This is an optimization exercise on Yosys and OpenROAD, whose aim is small area, a short achievable clock period and few clock cycles, not a production implementation. Function was not checked in any run shown here: the RTL went through the layout flow alone.

==> flow/design.v, too long to show whole: its modules and the start of the top module <==
// module seq_multi: 912 lines
module seq_multi #(
    parameter WIDTH = 32
)
(
    input wire logic clk,
    input wire logic rst,
    input wire logic start,
    input wire logic [WIDTH - 1:0] multiplier,
    input wire logic [WIDTH - 1:0] multiplicand,
    output logic busy,
    output logic [(WIDTH * 2) - 1:0] product
);
  // ...
==> flow/flow/run.sh <==
#!/bin/bash
# The standard layout, with the port buffers made of buf_4 cells instead of the
# delay-buffer cells buffer_ports picks by default.
set -euo pipefail
export BUFFER_PORTS_ARGS="-buffer_cell sky130_fd_sc_hd__buf_4"
bash standard.sh finish > standard.log 2>&1
==> flow/standard.sh <==
#!/bin/bash
# synth_recipe.tcl (not shown) runs the flow's synth.tcl, then flattens the netlist and writes it again
# the make line also repeats each setting of config.mk as NAME=value (left out here)
make -C /OpenROAD-flow-scripts/flow DESIGN_CONFIG=/design/flow/config.mk WORK_HOME=/design/flow/orfs CLKGATE_MAP_FILE= SYNTH_SCRIPT=/design/flow/synth_recipe.tcl "${@:-finish}"
==> flow/config.mk <==
export PLATFORM = sky130hd
export DESIGN_NAME = seq_multi
export DESIGN_NICKNAME = seq_multi
export VERILOG_FILES = /design/flow/design.v
export SDC_FILE = /design/flow/constraint.sdc
export NUM_CORES = 4
export LEC_CHECK = 0
export CAP_MARGIN = 20
export CORE_MARGIN = 2
export CORE_UTILIZATION = 40
export SETUP_SLACK_MARGIN = 0.5
export SLEW_MARGIN = 20
==> flow/constraint.sdc <==
create_clock -name core_clock -period 5.0 [get_ports {clk}]
set_input_delay 1.0000 -clock core_clock [delete_from_list [all_inputs] [get_ports {clk}]]
set_output_delay 1.0000 -clock core_clock [all_outputs]
set_load 0.01 [all_outputs]
==> results.cfg, run 1 <==
[synthesis]
fraction_of_synthesized_area_in_multiplexers = 0.03285
synth_area_um2 = 22930
synthesis.area_per_instance_um2 = 8.622
synthesis.instances = 2659
yosys.area.top_type = fa_1
xor_xnor_portion_of_the_synthesized_cell_area = 0.1287
post_synth_arst_share = 0
warnings_synthesis = 1
syn_nets = 3095
ys_seq_area_frac = 0.1720

[grt]
met2_usage = 0.4152
grt_first_pass_wirelength_um = 132000
grt_max_degree = 80
overflow = 0

[status]
status = finished clean

[critical_path]
endpoint = c[32]$_DFF_P_
worst_r2r_src = q[31]$_SDFF_PN0_

[final_layout]
area_growth_from_synthesis_to_layout_pct = 24.20
fill_cells = 5321
final_cell_count_no_fill = 3634
dominant_cells = multi-input combinational cells

[floorplanning]
die_ar_um2 = 59250

[clock_tree]
cts-buffers-inserted = 17
cts_tree = yes

[timing]
finClkSkew_ns = 0.02685
final.period_utilization = 0.9145
fmaxAchievable_ghz = 0.2187

[place]
numPlacedInstances = 3555
==> inputs of run 2 (changes only) <==
--- a/flow/design.v
+++ b/flow/design.v
@@ -11,70 +11,239 @@
     output logic [(WIDTH * 2) - 1:0] product
 );
     logic [63:0] s, c;         
     logic [31:0] m;            
     logic [31:17] q;           
     logic n8;                  
     logic bm, bq, bx, bd;
     wire accept = start & ~busy;
-    wire pa_m = start & ~bm;
-    wire pa_q = start & ~bq;
-    wire pa_x = start & ~bx;
-    wire pa_d = start & ~bd;
-    assign product = {s[63:16] + c[63:16], s[15:0]};
-    wire [31:0] ms = pa_m ? multiplicand : m;
+    wire [47:0] hsum;
+    assign product = {hsum, s[15:0]};
+    wire [31:0] ms = bm ? m : multiplicand;
     wire [32:0] qa = {multiplier, 1'b0};     
-    wire ng0 = pa_q & (qa[2]);
-    wire on0 = pa_q & (qa[1] ^ qa[0]);
-    wire tw0 = pa_q & ((qa[2] & ~qa[1] & ~qa[0]) | (~qa[2] & qa[1] & qa[0]));
-    wire ng1 = pa_q ? (qa[4]) : (q[19]);
-    wire on1 = pa_q ? (qa[3] ^ qa[2]) : (q[18] ^ q[17]);
-    wire tw1 = pa_q ? ((qa[4] & ~qa[3] & ~qa[2]) | (~qa[4] & qa[3] & qa[2])) : ((q[19] & ~q[18] & ~q[17]) | (~q[19] & q[18] & q[17]));
-    wire ng2 = pa_q ? (qa[6]) : (q[21]);
-    wire on2 = pa_q ? (qa[5] ^ qa[4]) : (q[20] ^ q[19]);
-    wire tw2 = pa_q ? ((qa[6] & ~qa[5] & ~qa[4]) | (~qa[6] & qa[5] & qa[4])) : ((q[21] & ~q[20] & ~q[19]) | (~q[21] & q[20] & q[19]));
-    wire ng3 = pa_q ? (qa[8]) : (q[23]);
-    wire on3 = pa_q ? (qa[7] ^ qa[6]) : (q[22] ^ q[21]);
-    wire tw3 = pa_q ? ((qa[8] & ~qa[7] & ~qa[6]) | (~qa[8] & qa[7] & qa[6])) : ((q[23] & ~q[22] & ~q[21]) | (~q[23] & q[22] & q[21]));
-    wire ng4 = pa_q ? (qa[10]) : (q[25]);
-    wire on4 = pa_q ? (qa[9] ^ qa[8]) : (q[24] ^ q[23]);
-    wire tw4 = pa_q ? ((qa[10] & ~qa[9] & ~qa[8]) | (~qa[10] & qa[9] & qa[8])) : ((q[25] & ~q[24] & ~q[23]) | (~q[25] & q[24] & q[23]));
-    wire ng5 = pa_q ? (qa[12]) : (q[27]);
-    wire on5 = pa_q ? (qa[11] ^ qa[10]) : (q[26] ^ q[25]);
-    wire tw5 = pa_q ? ((qa[12] & ~qa[11] & ~qa[10]) | (~qa[12] & qa[11] & qa[10])) : ((q[27] & ~q[26] & ~q[25]) | (~q[27] & q[26] & q[25]));
-    wire ng6 = pa_q ? (qa[14]) : (q[29]);
-    wire on6 = pa_q ? (qa[13] ^ qa[12]) : (q[28] ^ q[27]);
-    wire tw6 = pa_q ? ((qa[14] & ~qa[13] & ~qa[12]) | (~qa[14] & qa[13] & qa[12])) : ((q[29] & ~q[28] & ~q[27]) | (~q[29] & q[28] & q[27]));
-    wire ng7 = pa_q ? (qa[16]) : (q[31]);
-    wire on7 = pa_q ? (qa[15] ^ qa[14]) : (q[30] ^ q[29]);
-    wire tw7 = pa_q ? ((qa[16] & ~qa[15] & ~qa[14]) | (~qa[16] & qa[15] & qa[14])) : ((q[31] & ~q[30] & ~q[29]) | (~q[31] & q[30] & q[29]));
-    wire ng8 = pa_q & (qa[18]);
-    wire on8 = pa_q & (qa[17] ^ qa[16]);
-    wire tw8 = pa_q & ((qa[18] & ~qa[17] & ~qa[16]) | (~qa[18] & qa[17] & qa[16]));
+    wire ng0 = ~bq & (qa[2]);
+    wire on0 = ~bq & (qa[1] ^ qa[0]);
+    wire tw0 = ~bq & ((qa[2] & ~qa[1] & ~qa[0]) | (~qa[2] & qa[1] & qa[0]));
+    wire ng1 = bq ? (q[19]) : (qa[4]);
+    wire on1 = bq ? (q[18] ^ q[17]) : (qa[3] ^ qa[2]);
+    wire tw1 = bq ? ((q[19] & ~q[18] & ~q[17]) | (~q[19] & q[18] & q[17])) : ((qa[4] & ~qa[3] & ~qa[2]) | (~qa[4] & qa[3] & qa[2]));
+    wire ng2 = bq ? (q[21]) : (qa[6]);
+    wire on2 = bq ? (q[20] ^ q[19]) : (qa[5] ^ qa[4]);
+    wire tw2 = bq ? ((q[21] & ~q[20] & ~q[19]) | (~q[21] & q[20] & q[19])) : ((qa[6] & ~qa[5] & ~qa[4]) | (~qa[6] & qa[5] & qa[4]));
+    wire ng3 = bq ? (q[23]) : (qa[8]);
+    wire on3 = bq ? (q[22] ^ q[21]) : (qa[7] ^ qa[6]);
+    wire tw3 = bq ? ((q[23] & ~q[22] & ~q[21]) | (~q[23] & q[22] & q[21])) : ((qa[8] & ~qa[7] & ~qa[6]) | (~qa[8] & qa[7] & qa[6]));
+    wire ng4 = bq ? (q[25]) : (qa[10]);
+    wire on4 = bq ? (q[24] ^ q[23]) : (qa[9] ^ qa[8]);
+    wire tw4 = bq ? ((q[25] & ~q[24] & ~q[23]) | (~q[25] & q[24] & q[23])) : ((qa[10] & ~qa[9] & ~qa[8]) | (~qa[10] & qa[9] & qa[8]));
+    wire ng5 = bq ? (q[27]) : (qa[12]);
+    wire on5 = bq ? (q[26] ^ q[25]) : (qa[11] ^ qa[10]);
+    wire tw5 = bq ? ((q[27] & ~q[26] & ~q[25]) | (~q[27] & q[26] & q[25])) : ((qa[12] & ~qa[11] & ~qa[10]) | (~qa[12] & qa[11] & qa[10]));
+    wire ng6 = bq ? (q[29]) : (qa[14]);
+    wire on6 = bq ? (q[28] ^ q[27]) : (qa[13] ^ qa[12]);
+    wire tw6 = bq ? ((q[29] & ~q[28] & ~q[27]) | (~q[29] & q[28] & q[27])) : ((qa[14] & ~qa[13] & ~qa[12]) | (~qa[14] & qa[13] & qa[12]));
+    wire ng7 = bq ? (q[31]) : (qa[16]);
+    wire on7 = bq ? (q[30] ^ q[29]) : (qa[15] ^ qa[14]);
+    wire tw7 = bq ? ((q[31] & ~q[30] & ~q[29]) | (~q[31] & q[30] & q[29])) : ((qa[16] & ~qa[15] & ~qa[14]) | (~qa[16] & qa[15] & qa[14]));
+    wire ng8 = ~bq & (qa[18]);
+    wire on8 = ~bq & (qa[17] ^ qa[16]);
+    wire tw8 = ~bq & ((qa[18] & ~qa[17] & ~qa[16]) | (~qa[18] & qa[17] & qa[16]));
     wire [8:0] ng = {ng8, ng7, ng6, ng5, ng4, ng3, ng2, ng1, ng0};
     wire [8:0] on = {on8, on7, on6, on5, on4, on3, on2, on1, on0};
     wire [8:0] tw = {tw8, tw7, tw6, tw5, tw4, tw3, tw2, tw1, tw0};
     wire [33:0] ms2 = {1'b0, ms, 1'b0};    
     wire [32:0] pp0 = (({33{on[0]}} & ms2[33:1]) | ({33{tw[0]}} & ms2[32:0])) ^ {33{ng[0]}};
     wire [32:0] pp1 = (({33{on[1]}} & ms2[33:1]) | ({33{tw[1]}} & ms2[32:0])) ^ {33{ng[1]}};
     wire [32:0] pp2 = (({33{on[2]}} & ms2[33:1]) | ({33{tw[2]}} & ms2[32:0])) ^ {33{ng[2]}};
     wire [32:0] pp3 = (({33{on[3]}} & ms2[33:1]) | ({33{tw[3]}} & ms2[32:0])) ^ {33{ng[3]}};
     wire [32:0] pp4 = (({33{on[4]}} & ms2[33:1]) | ({33{tw[4]}} & ms2[32:0])) ^ {33{ng[4]}};
     wire [32:0] pp5 = (({33{on[5]}} & ms2[33:1]) | ({33{tw[5]}} & ms2[32:0])) ^ {33{ng[5]}};
     wire [32:0] pp6 = (({33{on[6]}} & ms2[33:1]) | ({33{tw[6]}} & ms2[32:0])) ^ {33{ng[6]}};
     wire [32:0] pp7 = (({33{on[7]}} & ms2[33:1]) | ({33{tw[7]}} & ms2[32:0])) ^ {33{ng[7]}};
     wire [32:0] pp8 = (({33{on[8]}} & ms2[33:1]) | ({33{tw[8]}} & ms2[32:0])) ^ {33{ng[8]}};
     wire [47:0] corr = {q[31] ? m : 32'd0, 1'b0, q[31], 14'd0};
     wire [47:0] xr = s[63:16] ^ c[63:16] ^ corr;
     wire [48:0] yr = {(s[63:16] & c[63:16]) | (s[63:16] & corr) | (c[63:16] & corr), 1'b0};
-    wire [47:0] xb = {48{~pa_x}} & xr;
-    wire [48:0] yb = {49{~pa_x}} & yr;
-    wire [16:0] lo = s[15:0] + c[15:0];
+    wire [47:0] xb = {48{bx}} & xr;
+    wire [48:0] yb = {49{bx}} & yr;
+    wire [16:0] lo;
     wire cy = lo[16];
+    wire [47:0] ha_p = s[63:16] ^ c[63:16];
+    wire [47:0] ha_g = s[63:16] & c[63:16];
+    wire ha_gg0 = ha_g[1] | (ha_p[1] & ha_g[0]);
+    wire ha_gg1 = ha_g[3] | (ha_p[3] & ha_g[2]);
+    wire ha_pp1 = ha_p[3] & ha_p[2];
+    wire ha_gg2 = ha_g[5] | (ha_p[5] & ha_g[4]);
+    wire ha_pp2 = ha_p[5] & ha_p[4];
+    wire ha_gg3 = ha_g[7] | (ha_p[7] & ha_g[6]);
+    wire ha_pp3 = ha_p[7] & ha_p[6];
+    wire ha_gg4 = ha_g[9] | (ha_p[9] & ha_g[8]);
+    wire ha_pp4 = ha_p[9] & ha_p[8];
+    wire ha_gg5 = ha_g[11] | (ha_p[11] & ha_g[10]);
+    wire ha_pp5 = ha_p[11] & ha_p[10];
+    wire ha_gg6 = ha_g[13] | (ha_p[13] & ha_g[12]);
+    wire ha_pp6 = ha_p[13] & ha_p[12];
+    wire ha_gg7 = ha_g[15] | (ha_p[15] & ha_g[14]);
+    wire ha_pp7 = ha_p[15] & ha_p[14];
+    wire ha_gg8 = ha_g[17] | (ha_p[17] & ha_g[16]);
+    wire ha_pp8 = ha_p[17] & ha_p[16];
+    wire ha_gg9 = ha_g[19] | (ha_p[19] & ha_g[18]);
+    wire ha_pp9 = ha_p[19] & ha_p[18];
+    wire ha_gg10 = ha_g[21] | (ha_p[21] & ha_g[20]);
+    wire ha_pp10 = ha_p[21] & ha_p[20];
+    wire ha_gg11 = ha_g[23] | (ha_p[23] & ha_g[22]);
+    wire ha_pp11 = ha_p[23] & ha_p[22];
+    wire ha_gg12 = ha_g[25] | (ha_p[25] & ha_g[24]);
+    wire ha_pp12 = ha_p[25] & ha_p[24];
+    wire ha_gg13 = ha_g[27] | (ha_p[27] & ha_g[26]);
+    wire ha_pp13 = ha_p[27] & ha_p[26];
+    wire ha_gg14 = ha_g[29] | (ha_p[29] & ha_g[28]);
+    wire ha_pp14 = ha_p[29] & ha_p[28];
+    wire ha_gg15 = ha_g[31] | (ha_p[31] & ha_g[30]);
+    wire ha_pp15 = ha_p[31] & ha_p[30];
+    wire ha_gg16 = ha_g[33] | (ha_p[33] & ha_g[32]);
+    wire ha_pp16 = ha_p[33] & ha_p[32];
+    wire ha_gg17 = ha_g[35] | (ha_p[35] & ha_g[34]);
+    wire ha_pp17 = ha_p[35] & ha_p[34];
+    wire ha_gg18 = ha_g[37] | (ha_p[37] & ha_g[36]);
+    wire ha_pp18 = ha_p[37] & ha_p[36];
+    wire ha_gg19 = ha_g[39] | (ha_p[39] & ha_g[38]);
+    wire ha_pp19 = ha_p[39] & ha_p[38];
+    wire ha_gg20 = ha_g[41] | (ha_p[41] & ha_g[40]);
+    wire ha_pp20 = ha_p[41] & ha_p[40];
+    wire ha_gg21 = ha_g[43] | (ha_p[43] & ha_g[42]);
+    wire ha_pp21 = ha_p[43] & ha_p[42];
+    wire ha_gg22 = ha_g[45] | (ha_p[45] & ha_g[44]);
+    wire ha_pp22 = ha_p[45] & ha_p[44];
+    wire ha_gg23 = ha_g[47] | (ha_p[47] & ha_g[46]);
+    wire ha_pp23 = ha_p[47] & ha_p[46];
+    wire ha_gg24 = ha_gg1 | (ha_pp1 & ha_gg0);
+    wire ha_gg25 = ha_gg3 | (ha_pp3 & ha_gg2);
+    wire ha_pp25 = ha_pp3 & ha_pp2;
+    wire ha_gg26 = ha_gg5 | (ha_pp5 & ha_gg4);
+    wire ha_pp26 = ha_pp5 & ha_pp4;
+    wire ha_gg27 = ha_gg7 | (ha_pp7 & ha_gg6);
+    wire ha_pp27 = ha_pp7 & ha_pp6;
+    wire ha_gg28 = ha_gg9 | (ha_pp9 & ha_gg8);
+    wire ha_pp28 = ha_pp9 & ha_pp8;
+    wire ha_gg29 = ha_gg11 | (ha_pp11 & ha_gg10);
+    wire ha_pp29 = ha_pp11 & ha_pp10;
+    wire ha_gg30 = ha_gg13 | (ha_pp13 & ha_gg12);
+    wire ha_pp30 = ha_pp13 & ha_pp12;
+    wire ha_gg31 = ha_gg15 | (ha_pp15 & ha_gg14);
+    wire ha_pp31 = ha_pp15 & ha_pp14;
+    wire ha_gg32 = ha_gg17 | (ha_pp17 & ha_gg16);
+    wire ha_pp32 = ha_pp17 & ha_pp16;
+    wire ha_gg33 = ha_gg19 | (ha_pp19 & ha_gg18);
+    wire ha_pp33 = ha_pp19 & ha_pp18;
+    wire ha_gg34 = ha_gg21 | (ha_pp21 & ha_gg20);
+    wire ha_pp34 = ha_pp21 & ha_pp20;
+    wire ha_gg35 = ha_gg23 | (ha_pp23 & ha_gg22);
+    wire ha_pp35 = ha_pp23 & ha_pp22;
+    wire ha_gg36 = ha_gg25 | (ha_pp25 & ha_gg24);
+    wire ha_gg37 = ha_gg27 | (ha_pp27 & ha_gg26);
+    wire ha_pp37 = ha_pp27 & ha_pp26;
+    wire ha_gg38 = ha_gg29 | (ha_pp29 & ha_gg28);
+    wire ha_pp38 = ha_pp29 & ha_pp28;
+    wire ha_gg39 = ha_gg31 | (ha_pp31 & ha_gg30);
+    wire ha_pp39 = ha_pp31 & ha_pp30;
+    wire ha_gg40 = ha_gg33 | (ha_pp33 & ha_gg32);
+    wire ha_pp40 = ha_pp33 & ha_pp32;
+    wire ha_gg41 = ha_gg35 | (ha_pp35 & ha_gg34);
+    wire ha_pp41 = ha_pp35 & ha_pp34;
+    wire ha_gg42 = ha_gg37 | (ha_pp37 & ha_gg36);
+    wire ha_gg43 = ha_gg39 | (ha_pp39 & ha_gg38);
+    wire ha_pp43 = ha_pp39 & ha_pp38;
+    wire ha_gg44 = ha_gg41 | (ha_pp41 & ha_gg40);
+    wire ha_pp44 = ha_pp41 & ha_pp40;
+    wire ha_gg45 = ha_gg43 | (ha_pp43 & ha_gg42);
+    wire ha_gg46 = ha_gg44 | (ha_pp44 & ha_gg45);
+    wire ha_gg47 = ha_gg38 | (ha_pp38 & ha_gg42);
+    wire ha_gg48 = ha_gg40 | (ha_pp40 & ha_gg45);
+    wire ha_gg49 = ha_gg26 | (ha_pp26 & ha_gg36);
+    wire ha_gg50 = ha_gg28 | (ha_pp28 & ha_gg42);
+    wire ha_gg51 = ha_gg30 | (ha_pp30 & ha_gg47);
+    wire ha_gg52 = ha_gg32 | (ha_pp32 & ha_gg45);
+    wire ha_gg53 = ha_gg34 | (ha_pp34 & ha_gg48);
+    wire ha_gg54 = ha_gg2 | (ha_pp2 & ha_gg24);
+    wire ha_gg55 = ha_gg4 | (ha_pp4 & ha_gg36);
+    wire ha_gg56 = ha_gg6 | (ha_pp6 & ha_gg49);
+    wire ha_gg57 = ha_gg8 | (ha_pp8 & ha_gg42);
+    wire ha_gg58 = ha_gg10 | (ha_pp10 & ha_gg50);
+    wire ha_gg59 = ha_gg12 | (ha_pp12 & ha_gg47);
+    wire ha_gg60 = ha_gg14 | (ha_pp14 & ha_gg51);
+    wire ha_gg61 = ha_gg16 | (ha_pp16 & ha_gg45);
+    wire ha_gg62 = ha_gg18 | (ha_pp18 & ha_gg52);
+    wire ha_gg63 = ha_gg20 | (ha_pp20 & ha_gg48);
+    wire ha_gg64 = ha_gg22 | (ha_pp22 & ha_gg53);
+    wire ha_gg65 = ha_g[2] | (ha_p[2] & ha_gg0);
+    wire ha_gg66 = ha_g[4] | (ha_p[4] & ha_gg24);
+    wire ha_gg67 = ha_g[6] | (ha_p[6] & ha_gg54);
+    wire ha_gg68 = ha_g[8] | (ha_p[8] & ha_gg36);
+    wire ha_gg69 = ha_g[10] | (ha_p[10] & ha_gg55);
+    wire ha_gg70 = ha_g[12] | (ha_p[12] & ha_gg49);
+    wire ha_gg71 = ha_g[14] | (ha_p[14] & ha_gg56);
+    wire ha_gg72 = ha_g[16] | (ha_p[16] & ha_gg42);
+    wire ha_gg73 = ha_g[18] | (ha_p[18] & ha_gg57);
+    wire ha_gg74 = ha_g[20] | (ha_p[20] & ha_gg50);
+    wire ha_gg75 = ha_g[22] | (ha_p[22] & ha_gg58);
+    wire ha_gg76 = ha_g[24] | (ha_p[24] & ha_gg47);
+    wire ha_gg77 = ha_g[26] | (ha_p[26] & ha_gg59);
+    wire ha_gg78 = ha_g[28] | (ha_p[28] & ha_gg51);
+    wire ha_gg79 = ha_g[30] | (ha_p[30] & ha_gg60);
+    wire ha_gg80 = ha_g[32] | (ha_p[32] & ha_gg45);
+    wire ha_gg81 = ha_g[34] | (ha_p[34] & ha_gg61);
+    wire ha_gg82 = ha_g[36] | (ha_p[36] & ha_gg52);
+    wire ha_gg83 = ha_g[38] | (ha_p[38] & ha_gg62);
+    wire ha_gg84 = ha_g[40] | (ha_p[40] & ha_gg48);
+    wire ha_gg85 = ha_g[42] | (ha_p[42] & ha_gg63);
+    wire ha_gg86 = ha_g[44] | (ha_p[44] & ha_gg53);
+    wire ha_gg87 = ha_g[46] | (ha_p[46] & ha_gg64);
+    assign hsum = {ha_p[47] ^ ha_gg87, ha_p[46] ^ ha_gg64, ha_p[45] ^ ha_gg86, ha_p[44] ^ ha_gg53, ha_p[43] ^ ha_gg85, ha_p[42] ^ ha_gg63, ha_p[41] ^ ha_gg84, ha_p[40] ^ ha_gg48, ha_p[39] ^ ha_gg83, ha_p[38] ^ ha_gg62, ha_p[37] ^ ha_gg82, ha_p[36] ^ ha_gg52, ha_p[35] ^ ha_gg81, ha_p[34] ^ ha_gg61, ha_p[33] ^ ha_gg80, ha_p[32] ^ ha_gg45, ha_p[31] ^ ha_gg79, ha_p[30] ^ ha_gg60, ha_p[29] ^ ha_gg78, ha_p[28] ^ ha_gg51, ha_p[27] ^ ha_gg77, ha_p[26] ^ ha_gg59, ha_p[25] ^ ha_gg76, ha_p[24] ^ ha_gg47, ha_p[23] ^ ha_gg75, ha_p[22] ^ ha_gg58, ha_p[21] ^ ha_gg74, ha_p[20] ^ ha_gg50, ha_p[19] ^ ha_gg73, ha_p[18] ^ ha_gg57, ha_p[17] ^ ha_gg72, ha_p[16] ^ ha_gg42, ha_p[15] ^ ha_gg71, ha_p[14] ^ ha_gg56, ha_p[13] ^ ha_gg70, ha_p[12] ^ ha_gg49, ha_p[11] ^ ha_gg69, ha_p[10] ^ ha_gg55, ha_p[9] ^ ha_gg68, ha_p[8] ^ ha_gg36, ha_p[7] ^ ha_gg67, ha_p[6] ^ ha_gg54, ha_p[5] ^ ha_gg66, ha_p[4] ^ ha_gg24, ha_p[3] ^ ha_gg65, ha_p[2] ^ ha_gg0, ha_p[1] ^ ha_g[0], ha_p[0]};
+    wire [15:0] la_p = s[15:0] ^ c[15:0];
+    wire [15:0] la_g = s[15:0] & c[15:0];
+    wire la_gg0 = la_g[1] | (la_p[1] & la_g[0]);
+    wire la_gg1 = la_g[3] | (la_p[3] & la_g[2]);
+    wire la_pp1 = la_p[3] & la_p[2];
+    wire la_gg2 = la_g[5] | (la_p[5] & la_g[4]);
+    wire la_pp2 = la_p[5] & la_p[4];
+    wire la_gg3 = la_g[7] | (la_p[7] & la_g[6]);
+    wire la_pp3 = la_p[7] & la_p[6];
+    wire la_gg4 = la_g[9] | (la_p[9] & la_g[8]);
+    wire la_pp4 = la_p[9] & la_p[8];
+    wire la_gg5 = la_g[11] | (la_p[11] & la_g[10]);
+    wire la_pp5 = la_p[11] & la_p[10];
+    wire la_gg6 = la_g[13] | (la_p[13] & la_g[12]);
+    wire la_pp6 = la_p[13] & la_p[12];
+    wire la_gg7 = la_g[15] | (la_p[15] & la_g[14]);
+    wire la_pp7 = la_p[15] & la_p[14];
+    wire la_gg8 = la_gg1 | (la_pp1 & la_gg0);
+    wire la_gg9 = la_gg3 | (la_pp3 & la_gg2);
+    wire la_pp9 = la_pp3 & la_pp2;
+    wire la_gg10 = la_gg5 | (la_pp5 & la_gg4);
+    wire la_pp10 = la_pp5 & la_pp4;
+    wire la_gg11 = la_gg7 | (la_pp7 & la_gg6);
+    wire la_pp11 = la_pp7 & la_pp6;
+    wire la_gg12 = la_gg9 | (la_pp9 & la_gg8);
+    wire la_gg13 = la_gg11 | (la_pp11 & la_gg10);
+    wire la_pp13 = la_pp11 & la_pp10;
+    wire la_gg14 = la_gg13 | (la_pp13 & la_gg12);
+    wire la_gg15 = la_gg10 | (la_pp10 & la_gg12);
+    wire la_gg16 = la_gg2 | (la_pp2 & la_gg8);
+    wire la_gg17 = la_gg4 | (la_pp4 & la_gg12);
+    wire la_gg18 = la_gg6 | (la_pp6 & la_gg15);
+    wire la_gg19 = la_g[2] | (la_p[2] & la_gg0);
+    wire la_gg20 = la_g[4] | (la_p[4] & la_gg8);
+    wire la_gg21 = la_g[6] | (la_p[6] & la_gg16);
+    wire la_gg22 = la_g[8] | (la_p[8] & la_gg12);
+    wire la_gg23 = la_g[10] | (la_p[10] & la_gg17);
+    wire la_gg24 = la_g[12] | (la_p[12] & la_gg15);
+    wire la_gg25 = la_g[14] | (la_p[14] & la_gg18);
+    assign lo = {la_gg14, la_p[15] ^ la_gg25, la_p[14] ^ la_gg18, la_p[13] ^ la_gg24, la_p[12] ^ la_gg15, la_p[11] ^ la_gg23, la_p[10] ^ la_gg17, la_p[9] ^ la_gg22, la_p[8] ^ la_gg12, la_p[7] ^ la_gg21, la_p[6] ^ la_gg16, la_p[5] ^ la_gg20, la_p[4] ^ la_gg8, la_p[3] ^ la_gg19, la_p[2] ^ la_gg0, la_p[1] ^ la_g[0], la_p[0]};
     wire hs0, hc0;
     wire hs1, hc1;
     wire hs2, hc2;
     wire hs3, hc3;
     wire fs0, fc0;
     wire hs4, hc4;
     wire fs1, fc1;
     wire hs5, hc5;
@@ -366,18 +535,18 @@
     assign hs6 = (pp5[2]) ^ (pp6[0]);
     assign hc6 = (pp5[2]) & (pp6[0]);
     assign fs4 = (yb[13]) ^ (pp1[11]) ^ (pp2[9]);
     assign fc4 = ((yb[13]) & (pp1[11])) | ((pp2[9]) & ((yb[13]) ^ (pp1[11])));
     assign fs5 = (pp3[7]) ^ (pp4[5]) ^ (pp5[3]);
     assign fc5 = ((pp3[7]) & (pp4[5])) | ((pp5[3]) & ((pp3[7]) ^ (pp4[5])));
     assign hs7 = (pp6[1]) ^ (pp0[13] | xb[13]);
     assign hc7 = (pp6[1]) & (pp0[13] | xb[13]);
-    assign fs6 = ((pa_q & ng[7]) | yb[14]) ^ (pp1[12]) ^ (pp2[10]);
-    assign fc6 = (((pa_q & ng[7]) | yb[14]) & (pp1[12])) | ((pp2[10]) & (((pa_q & ng[7]) | yb[14]) ^ (pp1[12])));
+    assign fs6 = ((~bq & ng[7]) | yb[14]) ^ (pp1[12]) ^ (pp2[10]);
+    assign fc6 = (((~bq & ng[7]) | yb[14]) & (pp1[12])) | ((pp2[10]) & (((~bq & ng[7]) | yb[14]) ^ (pp1[12])));
     assign fs7 = (pp3[8]) ^ (pp4[6]) ^ (pp5[4]);
     assign fc7 = ((pp3[8]) & (pp4[6])) | ((pp5[4]) & ((pp3[8]) ^ (pp4[6])));
     assign fs8 = (pp6[2]) ^ (pp7[0]) ^ (pp0[14] | xb[14]);
     assign fc8 = ((pp6[2]) & (pp7[0])) | ((pp0[14] | xb[14]) & ((pp6[2]) ^ (pp7[0])));
     assign fs9 = (yb[15]) ^ (pp1[13]) ^ (pp2[11]);
     assign fc9 = ((yb[15]) & (pp1[13])) | ((pp2[11]) & ((yb[15]) ^ (pp1[13])));
     assign fs10 = (pp3[9]) ^ (pp4[7]) ^ (pp5[5]);
     assign fc10 = ((pp3[9]) & (pp4[7])) | ((pp5[5]) & ((pp3[9]) ^ (pp4[7])));
@@ -692,18 +861,18 @@
     assign fs158 = (1'b1) ^ (xb[44]) ^ (pp6[32]);
     assign fc158 = ((1'b1) & (xb[44])) | ((pp6[32]) & ((1'b1) ^ (xb[44])));
     assign hs15 = (pp7[30]) ^ (pp8[28] | yb[44]);
     assign hc15 = (pp7[30]) & (pp8[28] | yb[44]);
     assign fs159 = (xb[45]) ^ (~ng[6]) ^ (pp7[31]);
     assign fc159 = ((xb[45]) & (~ng[6])) | ((pp7[31]) & ((xb[45]) ^ (~ng[6])));
     assign hs16 = (1'b1) ^ (xb[46]);
     assign hc16 = (1'b1) & (xb[46]);
-    assign hs17 = (n8) ^ (ng[0]);
-    assign hc17 = (n8) & (ng[0]);
+    assign hs17 = ((bx & n8)) ^ (ng[0]);
+    assign hc17 = ((bx & n8)) & (ng[0]);
     assign hs18 = (yb[2]) ^ (ng[1]);
     assign hc18 = (yb[2]) & (ng[1]);
     assign hs19 = (yb[3]) ^ (pp1[1]);
     assign hc19 = (yb[3]) & (pp1[1]);
     assign fs160 = (hs11) ^ (pp1[2]) ^ (pp2[0]);
     assign fc160 = ((hs11) & (pp1[2])) | ((pp2[0]) & ((hs11) ^ (pp1[2])));
     assign fs161 = (hc11) ^ (pp2[1]) ^ (pp0[5] | xb[5]);
     assign fc161 = ((hc11) & (pp2[1])) | ((pp0[5] | xb[5]) & ((hc11) ^ (pp2[1])));
@@ -786,18 +955,18 @@
     assign fs200 = (fc156) ^ (hs15) ^ (fs158);
     assign fc200 = ((fc156) & (hs15)) | ((fs158) & ((fc156) ^ (hs15)));
     assign fs201 = (pp8[29] | yb[45]) ^ (hc15) ^ (fc158);
     assign fc201 = ((pp8[29] | yb[45]) & (hc15)) | ((fc158) & ((pp8[29] | yb[45]) ^ (hc15)));
     assign fs202 = (hs16) ^ (pp7[32]) ^ (pp8[30] | yb[46]);
     assign fc202 = ((hs16) & (pp7[32])) | ((pp8[30] | yb[46]) & ((hs16) ^ (pp7[32])));
     assign fs203 = (xb[47]) ^ (hc16) ^ (~ng[7]);
     assign fc203 = ((xb[47]) & (hc16)) | ((~ng[7]) & ((xb[47]) ^ (hc16)));
-    assign hs20 = ((~pa_x & cy)) ^ (hs17);
-    assign hc20 = ((~pa_x & cy)) & (hs17);
+    assign hs20 = ((bx & cy)) ^ (hs17);
+    assign hc20 = ((bx & cy)) & (hs17);
     assign fs204 = (yb[1]) ^ (hc17) ^ (pp0[1] | xb[1]);
     assign fc204 = ((yb[1]) & (hc17)) | ((pp0[1] | xb[1]) & ((yb[1]) ^ (hc17)));
     assign fs205 = (hs18) ^ (pp1[0]) ^ (pp0[2] | xb[2]);
     assign fc205 = ((hs18) & (pp1[0])) | ((pp0[2] | xb[2]) & ((hs18) ^ (pp1[0])));
     assign fs206 = (hc18) ^ (pp0[3] | xb[3]) ^ (hs19);
     assign fc206 = ((hc18) & (pp0[3] | xb[3])) | ((hs19) & ((hc18) ^ (pp0[3] | xb[3])));
     assign fs207 = (pp0[4] | xb[4]) ^ (hc19) ^ (fs160);
     assign fc207 = ((pp0[4] | xb[4]) & (hc19)) | ((fs160) & ((pp0[4] | xb[4]) ^ (hc19)));
@@ -892,21 +1061,25 @@
     wire [63:0] ts = {1'b1, 1'b1, 1'b1, 1'b1, 1'b1, 1'b1, 1'b1, 1'b1, 1'b1, 1'b1, 1'b1, 1'b1, 1'b1, 1'b1, ~ng[8], fs251, fs250, fc248, fs248, fs247, fs246, fc244, fc243, fc242, fc241, fc240, fc239, fc238, fc237, fc236, fc235, fc234, fc233, fc232, fc231, fc230, fc229, fc228, fc227, fc226, fc225, fc224, fc223, fc222, fc221, fc220, fc219, fc218, fc217, fc216, fc215, fc214, fc213, fc212, fc211, fc210, fc209, fc208, fc207, fc206, fc205, fc204, hc20, pp0[0] | xb[0]};
     wire [63:0] tc = {1'b0, 1'b0, 1'b0, 1'b0, 1'b0, 1'b0, 1'b0, 1'b0, 1'b0, 1'b0, 1'b0, 1'b0, 1'b0, 1'b0, fc251, fc250, fc249, fs249, fc247, fc246, fc245, fs245, fs244, fs243, fs242, fs241, fs240, fs239, fs238, fs237, fs236, fs235, fs234, fs233, fs232, fs231, fs230, fs229, fs228, fs227, fs226, fs225, fs224, fs223, fs222, fs221, fs220, fs219, fs218, fs217, fs216, fs215, fs214, fs213, fs212, fs211, fs210, fs209, fs208, fs207, fs206, fs205, fs204, hs20};
     always_ff @(posedge clk) begin
         busy <= ~rst & accept;
         bm <= ~rst & start & ~bm;
         bq <= ~rst & start & ~bq;
         bx <= ~rst & start & ~bx;
         bd <= ~rst & start & ~bd;
-        if (~bm)
+        if (~bm) begin
             m <= multiplicand;
-        q <= accept ? multiplier[31:17] : 15'd0;
-        n8 <= accept & multiplier[17];
-        if (pa_d) begin
+            q <= multiplier[31:17];
+            n8 <= multiplier[17];
+        end
+        if (start & ~bd) begin
             s <= ts;
             c <= tc;
-        end else begin
+        end else if (bd) begin
             s <= {ts[47:0], lo[15:0]};
             c <= {tc[47:0], 16'd0};
+        end else begin
+            s[63:16] <= product[63:16];
+            c <= 64'd0;
         end
     end
 endmodule
==> flow/config.mk (replaced) <==
export PLATFORM = sky130hd
export DESIGN_NAME = seq_multi
export DESIGN_NICKNAME = seq_multi
export VERILOG_FILES = /design/flow/design.v
export SDC_FILE = /design/flow/constraint.sdc
export NUM_CORES = 4
export LEC_CHECK = 0
export CAP_MARGIN = 20
export CORE_MARGIN = 2
export CORE_UTILIZATION = 50
export SETUP_SLACK_MARGIN = 0.5
export SLEW_MARGIN = 20
==> run 2 against run 1 <==
  * Highest routed layer is now met5
  * Die area fell by 23%
  * Critical path type is now flip-flop to output pin
  * Via count fell by 6.2%
  * Non-clock buffer count fell by 124
  * Worst hold slack got worse by 0.15 ns
  * Largest cell class unchanged
  * Register-to-register slack got worse by 0.04 ns
  * Sequential share of layout area rose by 1.6 points
  * Still clean
==> results.cfg, run 2 <==
[critical_path]
critical_path_peak_fanout = 4
crit_chain = ha_4 > inv_2 > fa_2 > nand2b_4 > a21oi_4 > nor2_4 > o21ai_4 > a31o_4 > a31oi_4 > buf_6 > o21ai_2 > a21o_1 > a21o_1 > fa_2 > buf_4
timing.critical_path.to_type = output pin
cp_arrival_ns = 3.71
endpoint = product[54]
criticalPathCategory = flip-flop to output pin
critPathRequiredTime_ns = 4.00
timing.reg2reg.worst_path_depth = 14
reg2reg_to = s[29]$_DFF_P_
delay_of_the_slowest_cell_on_the_worst_path_ns = 0.51
timing.reg2reg.setup_slack_ns = 0.60
worst_r2r_src = q[19]$_DFFE_PN_
worst_setup_path_start_kind = flip-flop
timing.critical_path.slowest_stage_cell = fa_2
wp_depth = 15
cp_num_buf_inv = 3
critical-path-top-delay-family = compound AO/OA/AOI/OAI gates
crit_path_start = c[16]$_DFF_P_

[timing]
finClkSkew_ns = 0.02459
final.period_utilization = 0.9418
setup_tns_ns = 0
fmaxAchievable_ghz = 0.2124
timing.final.hold_violations = 0
report.final.setup_viol = 0
finalCriticalPeriod_ns = 4.709
relSlewSlack = 0.2858
rsz_0062_raised_after_global_routing = yes
worst_slew_pin_slew_ns = 1.071
timing_max_transition_violations_final = 0
whs_ns = 0.4234

[grt]
antenna_found_initial = 1
grt_use_met3 = 0.1135
grt_first_pass_wirelength_um = 125100
overflow = 0
grtUsageTotal = 0.3823
met2_usage = 0.5333
gr-max-usage-layer = met1
grt_pass1_vias = 19130
grt_max_degree = 82
groute.layer.met1.usage = 0.5464

[synthesis]
main_combinational_cell_family_by_area_after_synthesis = adder cells
warnings_synthesis = 1
syn_nets = 2901
yosys.area.top_type = fa_1
synth_enable_flop_cells = 31
number_of_distinct_library_cells_after_synthesis = 50
synthDominantCellAreaShare = 0.2867
synth_area_um2 = 21850
synthTopCellsByArea = fa_1 (29%), dfxtp_1 (14%), xnor2_1 (9.1%)
fraction_of_synthesized_area_in_multiplexers = 0.02107
most_instantiated_flip_flop_cell_in_the_synthesis_netlist = dfxtp_1
yosys.area_share.adder = 0.3348
synth_seq_cells = 180
ys_seq_area_frac = 0.1791
xor_xnor_portion_of_the_synthesized_cell_area = 0.1238
post_synth_arst_share = 0
synth_area_in_compound_gates = 0.1659
synth_common_cells = inv_1 (329), fa_1 (313), o22ai_1 (278)
synthesis.instances = 2437
yosys.area_share.simple = 0.07879
yosys.cell_count.top_type = inv_1
synthesis.area_per_instance_um2 = 8.967

[detailed_routing]
antenna_violating_nets_post_route = 0
drc_errors = 0
first_iter_violations = 2692
routed-via-count = 19280
drtPass1Iterations = 6
total_wire_length_after_detailed_routing_um = 84460
routed_wire_length_per_instance_um = 26.96
route.detailed.vias_per_inst = 6.153

[final_layout]
layout-drive-gt1-share = 0.1645
design_area_um2 = 25480
final_cell_mix = inv_1 (328), fa_1 (298), o22ai_1 (276)
largest_registers = c x64, s x64, m x32
fill_cells = 3869
nNetsFinal = 2998
area_growth_from_synthesis_to_layout_pct = 16.58
most_common_cell_after_layout_fill_and_taps_aside = inv_1

[place]
post_dp_cell_area_um2 = 24250
gp_congestion = 1.020
number_of_i_o_port_buffers = 131
dp_hpwl_um = 62650

[clock_tree]
cts_tree = yes
ctsHtreeMaxLevel = 4
cts-buffers-inserted = 17
post_cts_hold_buffer_count = 0
cts-root-buf = clkbuf_16
clk_path_buf_depth = 2
cts.clk_slew.worst_paths_ns = 0.08
worst_skew_pair_later_pin_latency_ns = 0.52
clkSinkCount = 180

[floorplanning]
floorplan.die.height_um = 213.1
die_ar_um2 = 45390
io_count = 132
fp.dieW_um = 213.1
start_util = 0.5073
std_cell_rows = 76
coreArea_um2 = 43080

[job]
cap_violations = 0

[hold_path]
hp-class = flip-flop to flip-flop
min_path_cells = 1

[status]
status = finished clean
==> run 2: worst min path at each step <==
stage / start / endpoint / slack (ns)
2_1_floorplan: busy$_DFF_P_ / busy$_DFF_P_ / 0.44
3_3_place_gp: busy$_DFF_P_ / busy$_DFF_P_ / 0.40
3_5_place_dp: busy$_DFF_P_ / busy$_DFF_P_ / 0.41
4_1_cts: busy$_DFF_P_ / busy$_DFF_P_ / 0.42
5_1_grt: busy$_DFF_P_ / busy$_DFF_P_ / 0.45
6_report: busy$_DFF_P_ / busy$_DFF_P_ / 0.42
==> run 2: cells by family after synthesis <==
family,after synthesis
AOI/OAI and AO/OA,590
and+or+nand+nor,388
xor gates and xnor gates,309
adders and majority gates,397
muxes,46
buffers and inverters,527
DFF,180
==> run 2: timing repair <==
item                                    in CTS  in global routing
setup buffers                               14                  9
cloned                                       0                  0
pin swaps                                   16                 16
resized for setup                           41                 58
endpoints found under the setup margin      33                 67
==> run 2: cell type report <==
class	count	area, um2	share of cell area
inverter	336	1264	0.04960
antenna	1	2.502	0.00009823
sequential	180	3936	0.1545
multi-input combinational	1730	16360	0.6421
tap	585	732.0	0.02873
clock buffer	18	439.2	0.01724
clock inverter	14	143.9	0.005648
timing repair buffer	269	2600	0.1021
==> run 2: layer usage <==
metal,routed length [um],vias up
li1,-,8199
met1,34840,9555
met2,34580,1339
met3,11040,183
met4,3978,2
met5,12,-
==> run 2: worst register-to-register path: cells and delay by family, from the launching register on <==
kind                       cells  cell delay [ns]
DFF                            1             0.45
and+or+nand+nor                3             0.80
xor gates and xnor gates       1             0.20
buffers and inverters          2             0.23
adders and majority gates      4             2.05
AOI/OAI and AO/OA              4             0.60
==> run 2: metrics by stage <==
step | setup slack, ns | util | cells
floorplan | 0.5083 | - | 2437
global placement | 0.2085 | 0.5629 | 3077
detailed placement | 0.1322 | 0.5629 | 3077
CTS | 0.2624 | 0.5843 | 3123
global route | 0.2351 | 0.5914 | 3132
finish | 0.2911 | 0.5914 | 3133

-- separate check: timing with driven ports --
The flow's constraints put no driver on any port. The routed layouts listed below were extracted and timed again, unchanged, in two steps.
Step 1 sets driving cells, clkbuf_16 on the clock port and buf_2 on the other inputs (assumed; they add their load-dependent delay and slew).
Step 2, shift: input delay + t, output delay - t, t = (earliest + latest rising clock arrival at the registers) / 2. This alone moves slack from input paths to output paths.
Slacks: ideal ports / drivers / drivers and shift; pairs: ideal ports / drivers.
run | shift t [ns] | setup slack, ns | worst hold slack (ns) | worst slew at a driven data input, ns | cell pins on the clock port's net
run 1 | 0.575 | 0.427 / 0.453 / -0.122 | 0.568 / 0.568 / 0.568 | 0.06 | 1
run 2 | 0.567 | 0.291 / 0.233 / 0.119 | 0.423 / 0.423 / 0.423 | 0.07 | 1
Met with ideal ports but missed after step 2: setup timing in run 1. For run 1, which loses most, drivers alone change the setup slack by +0.026 ns; drivers and shift together by -0.549 ns.
